What follows belongs to an exercise in optimizing a design on an open flow for small area and a short achievable clock period; a production flow would make more cautious choices.
Where RTL was checked, it was by simulation tests only, not by an equivalence proof against the original.
No activity file was given, so power comes from the tool's default toggle rates.

==> flow/design.v <==
module bcr # (parameter FIFO_WIDTH = 384, parameter ADDR_W = 15, parameter EDGE_W = 48, parameter Bank_Num_W = 3)
(
	input wire 						clk,
	input wire						rst,
	input wire						input_valid,
	input wire	[FIFO_WIDTH-1:0]	input_data,
	input wire						stall,
	output reg 	[EDGE_W-1:0]		output_data0,
	output reg 	[EDGE_W-1:0]		output_data1,
	output reg 	[EDGE_W-1:0]		output_data2,
	output reg 	[EDGE_W-1:0]		output_data3,
	output reg 	[EDGE_W-1:0]		output_data4,
	output reg 	[EDGE_W-1:0]		output_data5,
	output reg 	[EDGE_W-1:0]		output_data6,
	output reg 	[EDGE_W-1:0]		output_data7,
	output reg						output_valid0,
	output reg						output_valid1,
	output reg						output_valid2,
	output reg						output_valid3,
	output reg						output_valid4,
	output reg						output_valid5,
	output reg						output_valid6,
	output reg						output_valid7,
	output reg						inc
);
localparam W8 = EDGE_W*8;
reg [W8-1:0] data_in_q;
reg          stall_q;
reg          rst_q;
always @(posedge clk) begin
	data_in_q <= input_data;
	stall_q   <= stall;
	rst_q     <= rst;
end
wire [W8-1:0] out_q = {output_data7, output_data6, output_data5, output_data4,
                       output_data3, output_data2, output_data1, output_data0};
wire [W8-1:0] w_held = stall_q ? out_q : data_in_q;
wire [W8-1:0] out_d  = (rst | rst_q) ? {W8{1'b0}} : w_held;
always @(posedge clk) begin
	{output_data7, output_data6, output_data5, output_data4,
	 output_data3, output_data2, output_data1, output_data0} <= out_d;
end
function conf_in;
	input integer i;
	input integer j;
	begin
		conf_in = (input_data[EDGE_W*i +: Bank_Num_W] == input_data[EDGE_W*j +: Bank_Num_W]) ||
		          (input_data[EDGE_W*i+ADDR_W +: Bank_Num_W] == input_data[EDGE_W*j+ADDR_W +: Bank_Num_W]);
	end
endfunction
reg        v_q;
reg [7:0]  o_q;
reg [63:0] c_q;          
integer a, b;
wire [63:0] c_in;
wire [63:0] c_d;
genvar k, j;
generate
	for (k = 0; k < 8; k = k + 1) begin : cin_k
		for (j = 0; j < 8; j = j + 1) begin : cin_j
			if (k < j) begin : p
				assign c_in[8*k+j] = conf_in(k, j);
				bcr_mux2 u_m (.s(stall), .a0(c_in[8*k+j]), .a1(c_q[8*k+j]), .y(c_d[8*k+j]));
				always @(posedge clk) c_q[8*k+j] <= c_d[8*k+j];
			end
		end
	end
endgenerate
wire [7:0] g, ng;
wire [7:0] e, ne;                  
wire [63:0] nc_q = ~c_q;
wire [7:0] no_q = ~o_q;
assign g[0]  = no_q[0];
assign ng[0] = o_q[0];
bcr_a21oi u_g1  (.a(g[0]),  .b(c_q[8*0+1]),  .c(o_q[1]),  .y(g[1]));
bcr_o21ai u_ng1 (.a(ng[0]), .b(nc_q[8*0+1]), .c(no_q[1]), .y(ng[1]));
bcr_a21oi u_ne2 (.a(g[0]),  .b(c_q[8*0+2]),  .c(o_q[2]),  .y(ne[2]));
bcr_o21ai u_e2  (.a(ng[0]), .b(nc_q[8*0+2]), .c(no_q[2]), .y(e[2]));
generate
	for (k = 3; k < 8; k = k + 1) begin : lane
		wire f, nf, rr, nrr;
		if (k == 3) begin : r3
			assign rr  = o_q[k];
			assign nrr = no_q[k];
		end else begin : rn
			wire [k-4:0] gt, ct;
			for (j = 0; j <= k-4; j = j + 1) begin : t
				assign gt[j] = g[j];
				assign ct[j] = c_q[8*j+k];
			end
			bcr_orterms  #(.N(k-3)) u_r  (.o(o_q[k]), .g(gt), .c(ct), .y(rr));
			bcr_norterms #(.N(k-3)) u_nr (.o(o_q[k]), .g(gt), .c(ct), .y(nrr));
		end
		bcr_a21oi u_nf (.a(g[k-3]),  .b(c_q[8*(k-3)+k]),  .c(rr),  .y(nf));
		bcr_o21ai u_f  (.a(ng[k-3]), .b(nc_q[8*(k-3)+k]), .c(nrr), .y(f));
		bcr_a21oi u_ne (.a(g[k-2]),  .b(c_q[8*(k-2)+k]),  .c(f),  .y(ne[k]));
		bcr_o21ai u_e  (.a(ng[k-2]), .b(nc_q[8*(k-2)+k]), .c(nf), .y(e[k]));
	end
	for (k = 2; k < 8; k = k + 1) begin : fin
		bcr_a21oi u_g  (.a(g[k-1]),  .b(c_q[8*(k-1)+k]),  .c(e[k]),  .y(g[k]));
		bcr_o21ai u_ng (.a(ng[k-1]), .b(nc_q[8*(k-1)+k]), .c(ne[k]), .y(ng[k]));
	end
endgenerate
wire       inc_wire;
wire       nupd_b;
wire [7:0] nupd_a;
bcr_ctl u_ctl (.c(c_q), .o(o_q), .v(v_q), .rst(rst), .stall(stall),
               .inc(inc_wire), .nupd_b(nupd_b), .nupd_a(nupd_a));
wire [7:0] o_d;
wire       ov_p  = ~rst & ~stall & v_q;
wire [7:0] ov_d;
generate
	for (k = 0; k < 8; k = k + 1) begin : upd
		bcr_o21ai u_o  (.a(ng[k]), .b(nupd_b), .c(nupd_a[k]), .y(o_d[k]));
		bcr_nor2  u_ov (.a(ng[k]), .b(~ov_p), .y(ov_d[k]));
	end
endgenerate
always @(posedge clk) begin
	o_q <= o_d;
	{output_valid7, output_valid6, output_valid5, output_valid4,
	 output_valid3, output_valid2, output_valid1, output_valid0} <= ov_d;
	if (rst)
		v_q <= 1'b0;
	else if (!stall)
		v_q <= input_valid;
	if (!rst)
		inc <= stall ? 1'b0 : inc_wire;
end
endmodule
module bcr_a21oi (input wire a, input wire b, input wire c, output wire y);
	assign y = ~((a & b) | c);
endmodule
module bcr_o21ai (input wire a, input wire b, input wire c, output wire y);
	assign y = ~((a | b) & c);
endmodule
module bcr_nor2 (input wire a, input wire b, output wire y);
	assign y = ~(a | b);
endmodule
module bcr_orterms #(parameter N = 1) (input wire o, input wire [N-1:0] g, input wire [N-1:0] c, output wire y);
	assign y = o | (|(g & c));
endmodule
module bcr_norterms #(parameter N = 1) (input wire o, input wire [N-1:0] g, input wire [N-1:0] c, output wire y);
	assign y = ~(o | (|(g & c)));
endmodule
module bcr_mux2 (input wire s, input wire a0, input wire a1, output wire y);
	assign y = s ? a1 : a0;
endmodule
module bcr_ctl (input wire [63:0] c, input wire [7:0] o, input wire v, input wire rst,
                input wire stall, output wire inc, output wire nupd_b, output wire [7:0] nupd_a);
	reg bad;
	integer i, j;
	always @(*) begin
		bad = 1'b0;
		for (i = 0; i < 8; i = i + 1)
			for (j = 0; j < 8; j = j + 1)
				if (i < j) bad = bad | (c[8*i+j] & ~o[i] & ~o[j]);
	end
	assign inc    = v & ~bad;
	assign nupd_b = ~(~rst & ~stall & ~inc & v);
	assign nupd_a = ~({8{~rst}} & o & {8{stall | ~inc}});
endmodule
clock: 3.0 ns
lec_check: 0
abc_clock_period_in_ps: 1000
cap_margin: 20
core_margin: 2
core_utilization: 60
setup_slack_margin: 1.2
slew_margin: 20
synth_hierarchical: 1
standard.sh (not shown) runs the stock make flow with config.mk's settings and CLKGATE_MAP_FILE= SYNTH_SCRIPT=/design/flow/synth_recipe.tcl, a recipe that flattens the netlist after the stock synthesis.
==> flow/flow/run.sh <==
#!/bin/bash
# Standard layout, except that the port buffers are plain buffers instead of
# the delay cells buffer_ports picks by default, and the pins may sit on
# adjacent tracks so that the die can be smaller.
set -euo pipefail
export BUFFER_PORTS_ARGS="-buffer_cell sky130_fd_sc_hd__buf_1"
export PLACE_PINS_ARGS="-min_distance 1 -min_distance_in_tracks"
bash standard.sh > standard.log 2>&1
The starting point passed the timing, DRC and antenna checks.
Next try:
==> flow/flow/run.sh (replaced) <==
#!/bin/bash
# Standard layout, except that the port buffers are plain buffers instead of
# the delay cells buffer_ports picks by default.
set -euo pipefail
export BUFFER_PORTS_ARGS="-buffer_cell sky130_fd_sc_hd__buf_1"
bash standard.sh > standard.log 2>&1
CORE_UTILIZATION = 40   (was 60)
Outcome:
- synthesized cell count is unchanged
- core utilization went down by 24 points
- total power goes up by 6.2%
No functional check of the RTL was part of any run of this note.

---

== tundra ==
Another version of the RTL of bcr (not shown whole).
Size in the first run: about 1700 cells after synthesis, roughly 780 I/O pins, roughly 0.024 mm² of cells after synthesis.
==> flow/config.mk <==
export PLATFORM = sky130hd
export DESIGN_NAME = bcr
export DESIGN_NICKNAME = bcr
export VERILOG_FILES = /design/flow/design.v
export SDC_FILE = /design/flow/constraint.sdc
export NUM_CORES = 4
export LEC_CHECK = 0
export ABC_CLOCK_PERIOD_IN_PS = 1000
export CAP_MARGIN = 20
export CORE_MARGIN = 2
export CORE_UTILIZATION = 40
export CTS_CLUSTER_DIAMETER = 100
export CTS_CLUSTER_SIZE = 30
export PLACE_DENSITY = 0.75
export SETUP_SLACK_MARGIN = 1.15
export SLEW_MARGIN = 20
export SYNTH_HIERARCHICAL = 1
==> flow/constraint.sdc <==
create_clock -name core_clock -period 3.0 [get_ports {clk}]
set_input_delay 0.6000 -clock core_clock [delete_from_list [all_inputs] [get_ports {clk}]]
set_output_delay 0.6000 -clock core_clock [all_outputs]
set_load 0.01 [all_outputs]
==> flow/flow/run.sh <==
#!/bin/bash
# Standard layout, except that the port buffers are plain buffers instead of
# the delay cells buffer_ports picks by default.
set -euo pipefail
export BUFFER_PORTS_ARGS="-buffer_cell sky130_fd_sc_hd__buf_1"
bash standard.sh > standard.log 2>&1
The following lists how zinc was set up differently from tundra:
Settings: removing PLACE_DENSITY (formerly 0.75); changing CORE_UTILIZATION from 40 to 62.
--- a/flow/flow/run.sh
+++ b/flow/flow/run.sh
@@ -3 +3,2 @@
-# the delay cells buffer_ports picks by default.
+# the delay cells buffer_ports picks by default, and the pins may sit on
+# adjacent tracks so that the die can be smaller.
@@ -5,0 +7 @@
+export PLACE_PINS_ARGS="-min_distance 1 -min_distance_in_tracks"
Findings:
- zinc against tundra: flop-to-flop setup slack shows an increase of 20 ps; largest net degree at the start of global routing shows an increase of 19; area used by multi-input combinational logic shows an increase of 0.43%.
Inputs modified between zinc and quartz:
Settings: CORE_UTILIZATION: 62 -> 40.
==> flow/flow/run.sh <==
#!/bin/bash
# Standard layout, except that the port buffers are plain buffers instead of
# the delay cells buffer_ports picks by default.
set -euo pipefail
export BUFFER_PORTS_ARGS="-buffer_cell sky130_fd_sc_hd__buf_1"
bash standard.sh > standard.log 2>&1
--- outcome ---
- The clock period minus worst slack in quartz was lower than what zinc gave.
- Setup slack: quartz more than zinc
- The cell area reported after detailed placement reported for quartz is greater than that of zinc by 290 µm².
- Delta (quartz minus zinc): number of global-route vias before repair fell by about 1.5%; switching power of the nets rose by 8.1%; global-route usage fell by 8.9 points; setup skew after layout rose by 4.4 ps.
- zinc → quartz: fraction of met2 tracks used by global routing went down 10 points, total die area now sits higher, count of clock-buffer cells in the layout grew by 4, sequential share of layout area shows a reduction of 0.37 points.
Modified inputs, juniper compared to quartz
Settings: a change of CORE_UTILIZATION from 40 to 55.
--- a/flow/flow/run.sh
+++ b/flow/flow/run.sh
@@ -3 +3,2 @@
-# the delay cells buffer_ports picks by default.
+# the delay cells buffer_ports picks by default, and the pins may sit on
+# adjacent tracks so that the die can be smaller.
@@ -5,0 +7 @@
+export PLACE_PINS_ARGS="-min_distance 1 -min_distance_in_tracks"
[summary]
The final layouts of juniper and quartz pass the timing, DRC and antenna checks.
Compared with quartz, juniper shows a lower final critical-path share of the clock period.
Setup slack in juniper is larger than in quartz.
In the metrics for juniper and quartz, the one carrying the higher post-route worst hold slack is quartz.
juniper — number of clock buffers in the layout 4 lower, quartz as reference
> inputs changed (juniper -> xenon)
Settings: SETUP_SLACK_MARGIN changed from 1.15 to 1.0; CORE_UTILIZATION changed from 55 to 40.
==> flow/flow/run.sh <==
#!/bin/bash
# Standard layout, except that the port buffers are plain buffers instead of
# the delay cells buffer_ports picks by default.
set -euo pipefail
export BUFFER_PORTS_ARGS="-buffer_cell sky130_fd_sc_hd__buf_1"
bash standard.sh > standard.log 2>&1
## What came out
Summary of xenon over juniper: post-route minimum period now larger; fraction of power consumed by combinational cells dropped 0.2 points; final cell count moved up; routed wire length climbed 6600 µm.
[compare] base=juniper new=xenon: buffering overhead lost 0.26 points, critical path depth shrank by 7, cell count after placement rose 7.8%, final instance area increased about 1%.
xenon against juniper: pin count of the biggest net entering global routing lost 25%; switching portion of total power picked up an extra 1.1 points.
--- input diff xenon..indigo ---
Settings: SETUP_SLACK_MARGIN now 1.1, was 1.0.
## What came out
In summary, indigo completed successfully, with a layout that passed the timing, DRC and antenna checks.
xenon: done, clean on timing, DRC and antenna
Run comparison: xenon worst-path cell with the longest stage delay sky130_fd_sc_hd__buf_1; indigo worst-path cell with the longest stage delay sky130_fd_sc_hd__dfxtp_4
Compared indigo vs xenon, and largest stage delay on the critical path is up in indigo.
indigo gives more minimum hold slack than xenon did.
Relative to xenon, indigo improves shortest clock period the worst path allows after layout.
As of indigo, met3 routed wirelength had risen by more than 10% compared to xenon.
Re routed wire length: xenon and indigo aren't equal, and the lower value belongs to xenon.
Final cell count (indigo over xenon): increase, 12
On number of cells after detailed placement, xenon and indigo are neck and neck.
Sort xenon and indigo by clock share of power asc -> top: xenon

-- what the ideal ports hide --
Ports are ideal in the flow. The routed layouts listed here were re-timed in OpenROAD.
Step 1 (the two cells are an assumption about what drives the block):
set clk [get_ports {clk}]
set_driving_cell -lib_cell sky130_fd_sc_hd__clkbuf_16 $clk
set_driving_cell -lib_cell sky130_fd_sc_hd__buf_2 [delete_from_list [all_inputs] $clk]
Step 2 times the ports against the registers' clock, not the clock port: input delays grow and output delays shrink by t, the midpoint of the rising clock arrivals with the driver on.
a / b / c = no drivers / after step 1 / after step 2; a / b = the first two.
| run | t, ns | slack for setup (ns) | hold slack, ns | latest minus earliest clock arrival (ns) | worst data-port slew with drivers (ns) |
|---|---|---|---|---|---|
| the first run of note 1 | 0.650 | 0.984 / 0.984 / 0.881 | 0.086 / 0.058 / 0.458 | 0.016 / 0.016 | 0.16 |
| the second run of note 1 | 0.668 | 1.023 / 1.023 / 0.805 | 0.062 / 0.024 / 0.449 | 0.046 / 0.047 | 0.17 |
| tundra | 0.619 | 1.075 / 1.075 / 0.673 | 0.105 / 0.079 / 0.435 | 0.027 / 0.027 | 0.16 |
| zinc | 0.679 | 1.100 / 1.100 / 0.772 | 0.046 / 0.018 / 0.427 | 0.029 / 0.029 | 0.19 |
| quartz | 0.639 | 1.154 / 1.134 / 0.752 | 0.087 / 0.053 / 0.426 | 0.037 / 0.037 | 0.18 |
| juniper | 0.675 | 1.164 / 1.107 / 0.778 | 0.058 / 0.027 / 0.442 | 0.016 / 0.017 | 0.20 |
| xenon | 0.642 | 1.057 / 0.995 / 0.733 | 0.085 / 0.050 / 0.419 | 0.031 / 0.030 | 0.18 |
| indigo | 0.634 | 1.155 / 1.110 / 0.834 | 0.089 / 0.058 / 0.409 | 0.035 / 0.036 | 0.17 |
After both steps setup and hold are still met in every run listed.
